What follows belongs to an exercise in optimizing a design on an open flow for small area; a production flow would make more cautious choices.
The RTL was checked by simulation tests, not by an equivalence proof against the original design.
Power is estimated from default activity; no workload was simulated.

==> inputs of wip/garnet <==
==> flow/design.v <==
`default_nettype none
module fp_add (
    input  var logic        clk,
    input  var logic        rst,
    input  var logic        valid_i,
    input  var logic [31:0] num_a_i,
    input  var logic [31:0] num_b_i,
    output var logic [31:0] num_o,
    output var logic        valid_o
);
logic        sa, sb;
logic [7:0]  ea, eb, xa, xb;
logic        a_gt_b;       
logic [8:0]  dab, dba;
logic [7:0]  d;
logic [23:0] ma, mb, my, my_sh;
always_comb begin
    sa = num_a_i[31];
    sb = num_b_i[31];
    ea = num_a_i[30:23];
    eb = num_b_i[30:23];
    xa = (ea == '0) ? 8'd1 : ea;
    xb = (eb == '0) ? 8'd1 : eb;
    ma = { ea != '0, num_a_i[22:0] };
    mb = { eb != '0, num_b_i[22:0] };
    a_gt_b = { num_a_i[30:0], ~sa } > { num_b_i[30:0], ~sb };
    dab = { 1'b0, xa } - { 1'b0, xb };
    dba = { 1'b0, xb } - { 1'b0, xa };
    d   = dab[8] ? dba[7:0] : dab[7:0];
    my    = a_gt_b ? mb : ma;
    my_sh = my >> d;
end
logic        valid_p1;
logic        sx_p1;
logic        sub_p1;
logic [7:0]  h_p1;
logic [23:0] mx_p1;
logic [23:0] my_p1;
always_ff @(posedge clk) begin
    sx_p1  <= a_gt_b ? sa : sb;
    sub_p1 <= sa ^ sb;
    h_p1   <= a_gt_b ? xa : xb;
    mx_p1  <= a_gt_b ? ma : mb;
    my_p1  <= my_sh;
end
always_ff @(posedge clk)
    if (rst)
        valid_p1 <= '0;
    else
        valid_p1 <= valid_i;
logic [24:0] sum;
always_comb begin
    if (sub_p1)
        sum = { 1'b0, mx_p1 - my_p1 };
    else
        sum = { 1'b0, mx_p1 } + { 1'b0, my_p1 };
end
logic [23:0] r_p2;
logic        c_p2;
logic        s_p2;
logic [7:0]  h_p2;
always_ff @(posedge clk) begin
    r_p2 <= sum[23:0];
    c_p2 <= sum[24];
    s_p2 <= sx_p1;
    h_p2 <= h_p1;
end
always_ff @(posedge clk)
    if (rst)
        valid_o <= '0;
    else
        valid_o <= valid_p1;
logic [4:0]  lz;
logic [23:0] r_n;
logic [7:0]  e_o;
logic [22:0] m_o;
always_comb begin
    lz = '0;
    for (int i = 0; i < 24; i++)
        if (r_p2[i])
            lz = 5'(23 - i);
    r_n = r_p2 << lz;
    if (c_p2) begin
        if (h_p2 != 8'd254) begin
            e_o = h_p2 + 8'd1;
            m_o = r_p2[23:1];
        end else begin
            e_o = h_p2;
            m_o = '1;
        end
    end else begin
        e_o = (r_p2 == '0) ? 8'd0 : h_p2 - 8'(lz);
        m_o = r_n[22:0];
    end
    num_o = { s_p2, e_o, m_o };
end
endmodule
`resetall
==> flow/run.sh <==
#!/bin/bash
# synth_recipe.tcl (not shown) runs the flow's synth.tcl, then flattens the netlist and writes it again
# the make line also repeats each setting of config.mk as NAME=value (left out here)
make -C /OpenROAD-flow-scripts/flow DESIGN_CONFIG=/design/flow/config.mk WORK_HOME=/design/flow/orfs CLKGATE_MAP_FILE= SYNTH_SCRIPT=/design/flow/synth_recipe.tcl finish
==> flow/config.mk <==
export PLATFORM = sky130hd
export DESIGN_NAME = fp_add
export DESIGN_NICKNAME = fp_add
export VERILOG_FILES = /design/flow/design.v
export SDC_FILE = /design/flow/constraint.sdc
export NUM_CORES = 4
export LEC_CHECK = 0
export CAP_MARGIN = 20
export CORE_MARGIN = 2
export CORE_UTILIZATION = 40
export SLEW_MARGIN = 20
==> flow/constraint.sdc <==
create_clock -name core_clock -period 4.7 [get_ports {clk}]
set_input_delay 0.9400 -clock core_clock [delete_from_list [all_inputs] [get_ports {clk}]]
set_output_delay 0.9400 -clock core_clock [all_outputs]
set_load 0.01 [all_outputs]
==> inputs of wip/amber, as changes to wip/garnet <==
==> flow/design.v, changed modules only <==
module fp_add (
    input  var logic        clk,
    input  var logic        rst,
    input  var logic        valid_i,
    input  var logic [31:0] num_a_i,
    input  var logic [31:0] num_b_i,
    output var logic [31:0] num_o,
    output var logic        valid_o
);
function automatic logic [24:0] add24(input logic [23:0] a, input logic [23:0] b, input logic ci);
    logic [23:0] g, p, gg, pp;
    logic [24:0] c;
    g  = a & b;
    p  = a ^ b;
    gg = g;
    pp = p;
    gg[0] = g[0] | (p[0] & ci);
    for (int d = 1; d < 24; d = d * 2)
        for (int i = 2 * d - 1; i < 24; i = i + 2 * d) begin
            gg[i] = gg[i] | (pp[i] & gg[i-d]);
            pp[i] = pp[i] & pp[i-d];
        end
    for (int d = 8; d >= 1; d = d / 2)
        for (int i = 3 * d - 1; i < 24; i = i + 2 * d) begin
            gg[i] = gg[i] | (pp[i] & gg[i-d]);
            pp[i] = pp[i] & pp[i-d];
        end
    c[0] = ci;
    for (int i = 0; i < 24; i++)
        c[i+1] = gg[i];
    add24 = { c[24], p ^ c[23:0] };
endfunction
logic        sa, sb;
logic [7:0]  ea, eb, xa, xb;
logic        za, zb;
logic        a_big;        
logic        b_first;      
logic [8:0]  dab;
logic [7:0]  dba, d;
logic        sat;
logic [23:0] ma, mb, my, my_sh;
always_comb begin
    sa = num_a_i[31];
    sb = num_b_i[31];
    ea = num_a_i[30:23];
    eb = num_b_i[30:23];
    za = ea == '0;
    zb = eb == '0;
    xa = { ea[7:1], ea[0] | za };
    xb = { eb[7:1], eb[0] | zb };
    ma = { ~za, num_a_i[22:0] };
    mb = { ~zb, num_b_i[22:0] };
    dab = { 1'b0, xa } - { 1'b0, xb };
    dba = xb - xa;
    a_big = ~dab[8];
    d   = dab[8] ? dba : dab[7:0];
    b_first = (xa == xb) && ({ ma, ~sa } < { mb, ~sb });
    sat = d[7:5] != '0;    
    my    = a_big ? mb : ma;
    my_sh = my;
    if (d[0]) my_sh = { 1'b0, my_sh[23:1] };
    if (d[1]) my_sh = { 2'b0, my_sh[23:2] };
    if (d[2]) my_sh = { 4'b0, my_sh[23:4] };
    if (d[3]) my_sh = { 8'b0, my_sh[23:8] };
    if (d[4] | sat) my_sh = { 16'b0, my_sh[23:16] & {8{~sat}} };
end
logic        valid_p1;
logic        sx_p1;
logic        sub_p1;
logic        bf_p1;
logic [7:0]  h_p1;
logic [23:0] mx_p1;
logic [23:0] my_p1;
always_ff @(posedge clk) begin
    sx_p1  <= a_big ? sa : sb;
    sub_p1 <= sa ^ sb;
    bf_p1  <= b_first;
    h_p1   <= a_big ? xa : xb;
    mx_p1  <= a_big ? ma : mb;
    my_p1  <= my_sh;
end
always_ff @(posedge clk)
    if (rst)
        valid_p1 <= '0;
    else
        valid_p1 <= valid_i;
logic [24:0] sum;
logic        cout;
logic        top;          
always_comb begin
    sum  = add24(mx_p1 ^ {24{sub_p1 & bf_p1}}, my_p1 ^ {24{sub_p1 & ~bf_p1}}, sub_p1);
    cout = sum[24] & ~sub_p1;
    top  = cout & (h_p1 == 8'd254);
end
logic [23:0] r_p2;
logic        c_p2;
logic        s_p2;
logic [7:0]  h1_p2;        
always_ff @(posedge clk) begin
    r_p2  <= sum[23:0] | {24{top}};
    c_p2  <= cout & ~top;
    s_p2  <= sx_p1 ^ (sub_p1 & bf_p1);
    h1_p2 <= h_p1 + 8'd1;
end
always_ff @(posedge clk)
    if (rst)
        valid_o <= '0;
    else
        valid_o <= valid_p1;
logic [24:0] w, w_n;
logic [4:0]  lz;
logic        zero;
logic [7:0]  e_o;
always_comb begin
    w = { c_p2, r_p2 };
    lz = '0;
    for (int i = 0; i < 25; i++)
        if (w[i])
            lz = 5'(24 - i);
    zero = w == '0;
    w_n  = w;
    if (lz[4]) w_n = { w_n[8:0], 16'b0 };
    if (lz[3]) w_n = { w_n[16:0], 8'b0 };
    if (lz[2]) w_n = { w_n[20:0], 4'b0 };
    if (lz[1]) w_n = { w_n[22:0], 2'b0 };
    if (lz[0]) w_n = { w_n[23:0], 1'b0 };
    e_o  = zero ? 8'd0 : h1_p2 - 8'(lz);
    num_o = { s_p2, e_o, w_n[23:1] };
end
endmodule
==> flow/flow/run.sh (new file) <==
#!/bin/bash
# Layout flow: the standard synthesis, then the combinational logic is
# re-mapped by ABC with an area-recovering script (flip-flops are kept as
# blackboxes, so every register keeps its name and cell), then the standard
# ORFS layout with plain buf_1 cells as the port buffers.
set -euo pipefail
here=$(pwd)
res=$here/orfs/results/$FLOW_PLATFORM/fp_add/base
log=$here/orfs/logs/$FLOW_PLATFORM/fp_add/base
lib=$FLOW_HOME/platforms/$FLOW_PLATFORM/lib/sky130_fd_sc_hd__tt_025C_1v80.lib

bash standard.sh synth > standard_synth.log 2>&1

# the same don't-use list the standard synthesis gave abc
dont_use=$(grep -o -- '-dont_use [A-Za-z0-9_]*' $log/1_2_yosys.log | sort -u | tr '\n' ' ')
cp $res/1_2_yosys.v $here/standard_1_2_yosys.v
cat > $here/remap.ys <<EOT
read_liberty -ignore_miss_func $lib
read_verilog $here/standard_1_2_yosys.v
hierarchy -top $FLOW_TOP
blackbox sky130_fd_sc_hd__df* sky130_fd_sc_hd__dl* sky130_fd_sc_hd__sdf* sky130_fd_sc_hd__edf*
flatten
opt_clean
techmap
opt -fast
abc -script $here/flow/remap.abc -liberty $lib $dont_use
opt_clean -purge
stat -liberty $lib
write_verilog -noattr -noexpr -nohex -nodec $res/1_2_yosys.v
EOT
yosys -l $here/remap.log -q $here/remap.ys > /dev/null 2>&1
rm -f $res/1_synth.odb $res/1_synth.sdc

export BUFFER_PORTS_ARGS="-buffer_cell sky130_fd_sc_hd__buf_1"
bash standard.sh > standard_finish.log 2>&1
==> flow/flow/remap.abc (new file) <==
strash
dch
map -D 3500
topo
buffer -c
upsize -c -D 3500
dnsize -c -D 3500
==> flow/standard.sh (new file) <==
#!/bin/bash
# synth_recipe.tcl (not shown) runs the flow's synth.tcl, then flattens the netlist and writes it again
# the make line also repeats each setting of config.mk as NAME=value (left out here)
make -C /OpenROAD-flow-scripts/flow DESIGN_CONFIG=/design/flow/config.mk WORK_HOME=/design/flow/orfs CLKGATE_MAP_FILE= SYNTH_SCRIPT=/design/flow/synth_recipe.tcl "${@:-finish}"
Settings changed: ABC_AREA from default to 1, CTS_BUF_LIST from default to sky130_fd_sc_hd__clkbuf_8.
removed: flow/run.sh
==> inputs of wip/xenon, as changes to wip/garnet <==
==> flow/design.v, changed modules only <==
module fp_add (
    input  var logic        clk,
    input  var logic        rst,
    input  var logic        valid_i,
    input  var logic [31:0] num_a_i,
    input  var logic [31:0] num_b_i,
    output var logic [31:0] num_o,
    output var logic        valid_o
);
logic        sa, sb;
logic [7:0]  ea, eb;
logic        a_gt_b;       
logic        sx;
logic [7:0]  ex, ey, xx, xy, d;
logic [22:0] fx, fy;
logic [23:0] mx, my, my_sh;
logic        sub;
logic [24:0] sum;
always_comb begin
    sa = num_a_i[31];
    sb = num_b_i[31];
    ea = num_a_i[30:23];
    eb = num_b_i[30:23];
    a_gt_b = { num_a_i[30:0], ~sa } > { num_b_i[30:0], ~sb };
    sx = a_gt_b ? sa : sb;
    ex = a_gt_b ? ea : eb;
    ey = a_gt_b ? eb : ea;
    fx = a_gt_b ? num_a_i[22:0] : num_b_i[22:0];
    fy = a_gt_b ? num_b_i[22:0] : num_a_i[22:0];
    xx = (ex == '0) ? 8'd1 : ex;
    xy = (ey == '0) ? 8'd1 : ey;
    d  = xx - xy;
    mx = { ex != '0, fx };
    my = { ey != '0, fy };
    my_sh = my >> d;
    sub = sa ^ sb;
    if (sub)
        sum = { 1'b0, mx - my_sh };
    else
        sum = { 1'b0, mx } + { 1'b0, my_sh };
end
logic [23:0] r_q;
logic        c_q;
logic        s_q;
logic [7:0]  h_q;
always_ff @(posedge clk) begin
    r_q <= sum[23:0];
    c_q <= sum[24];
    s_q <= sx;
    h_q <= xx;
end
always_ff @(posedge clk)
    if (rst)
        valid_o <= '0;
    else
        valid_o <= valid_i;
logic [4:0]  lz;
logic [23:0] r_n;
logic [7:0]  e_o;
logic [22:0] m_o;
always_comb begin
    lz = '0;
    for (int i = 0; i < 24; i++)
        if (r_q[i])
            lz = 5'(23 - i);
    r_n = r_q << lz;
    if (c_q) begin
        if (h_q != 8'd254) begin
            e_o = h_q + 8'd1;
            m_o = r_q[23:1];
        end else begin
            e_o = h_q;
            m_o = '1;
        end
    end else begin
        e_o = (r_q == '0) ? 8'd0 : h_q - 8'(lz);
        m_o = r_n[22:0];
    end
    num_o = { s_q, e_o, m_o };
end
endmodule
==> comparison <==
Of wip/xenon and wip/amber, wip/amber has the higher sequential power (gap about 50%, measured against wip/amber).
In wip/garnet the clock skew is lower than in wip/amber, by 0.013 ns.
Between wip/xenon and wip/garnet, the lower count of clock-buffer cells in the layout is in wip/xenon (gap 4).
Die area: wip/amber < wip/xenon < wip/garnet.
In wip/garnet the combinational power is lower than in wip/xenon, by about 30%.
Wire length: wip/garnet > wip/xenon > wip/amber.
wip/garnet completed without violations. wip/amber finished with timing, DRC and antenna clean. wip/xenon finished with setup timing left.
Of wip/xenon and wip/garnet, wip/xenon has the higher total power (gap 5.5%, measured against wip/garnet).
==> figures <==
Outcome: wip/garnet complete, no violations; wip/xenon failed layout checks; wip/amber complete, no violations
Reasons for failing layout checks: wip/garnet -; wip/xenon setup timing; wip/amber -
R2R setup slack: wip/garnet 1.63 ns; wip/xenon -; wip/amber 0.44 ns
Post-synth ARST share: wip/garnet 0; wip/xenon 0; wip/amber -
Inverters: wip/garnet 120; wip/xenon 84; wip/amber 187
Pin count of the biggest net entering global routing: wip/garnet 49; wip/xenon 53; wip/amber 56
Share of the final layout cell area in multi-input gates: wip/garnet 0.593; wip/xenon 0.606; wip/amber 0.573
Dominant synthesized flop cell: wip/garnet dfxtp_1; wip/xenon dfxtp_1; wip/amber -
Post-synth net total: wip/garnet 1441; wip/xenon 1226; wip/amber 1373
Total via count after detailed routing: wip/garnet 10100; wip/xenon 9572; wip/amber 8086
Initial DRT Pass Iterations: wip/garnet 8; wip/xenon 5; wip/amber 8
Mean area per synthesized cell: wip/garnet 7.86 um2; wip/xenon 7.67 um2; wip/amber 5.93 um2
# nets final: wip/garnet 1618; wip/xenon 1630; wip/amber 1469
Area share of and/or/nand/nor cells after synthesis: wip/garnet 0.170; wip/xenon 0.184; wip/amber -
Slowest stage cell, crit path: wip/garnet clkdlybuf4s50_1; wip/xenon or4b_4; wip/amber dfxtp_2
Number of clock buffers in the layout: wip/garnet 10; wip/xenon 6; wip/amber 9
Filler-free cell count of the finished design: wip/garnet 1772; wip/xenon 1738; wip/amber 1667

-- separate check: timing with driven ports --
Ports are ideal in the flow. The routed layouts listed here were re-timed in OpenROAD. Step 1 assumes that a clkbuf_16 drives the clock port and a buf_2 every other input. Step 2 adds t to the input delays and takes it off the output delays; t is the mean of the earliest and latest rising clock arrival at the registers after step 1. Input paths then give back, and output paths get back, about the clock's delay inside the block. a / b / c = ideal ports / drivers / drivers and shift; a / b = the first two.
run	t (ns)	setup slack, ns	worst hold slack (ns)	worst setup path at the end
wip/garnet	0.382	0.082 / 0.039 / -0.057	0.327 / 0.327 / 0.327	input to register
wip/amber	0.402	0.257 / 0.221 / 0.329	0.411 / 0.411 / 0.411	input to register
wip/xenon	0.310	-3.240 / -3.240 / -3.550	0.925 / 0.914 / 1.224	input to register
With both steps, setup timing fails in wip/garnet, where it was met with ideal ports. For wip/xenon, which loses most, drivers alone change the setup slack by 0.000 ns; drivers and shift together by -0.310 ns.
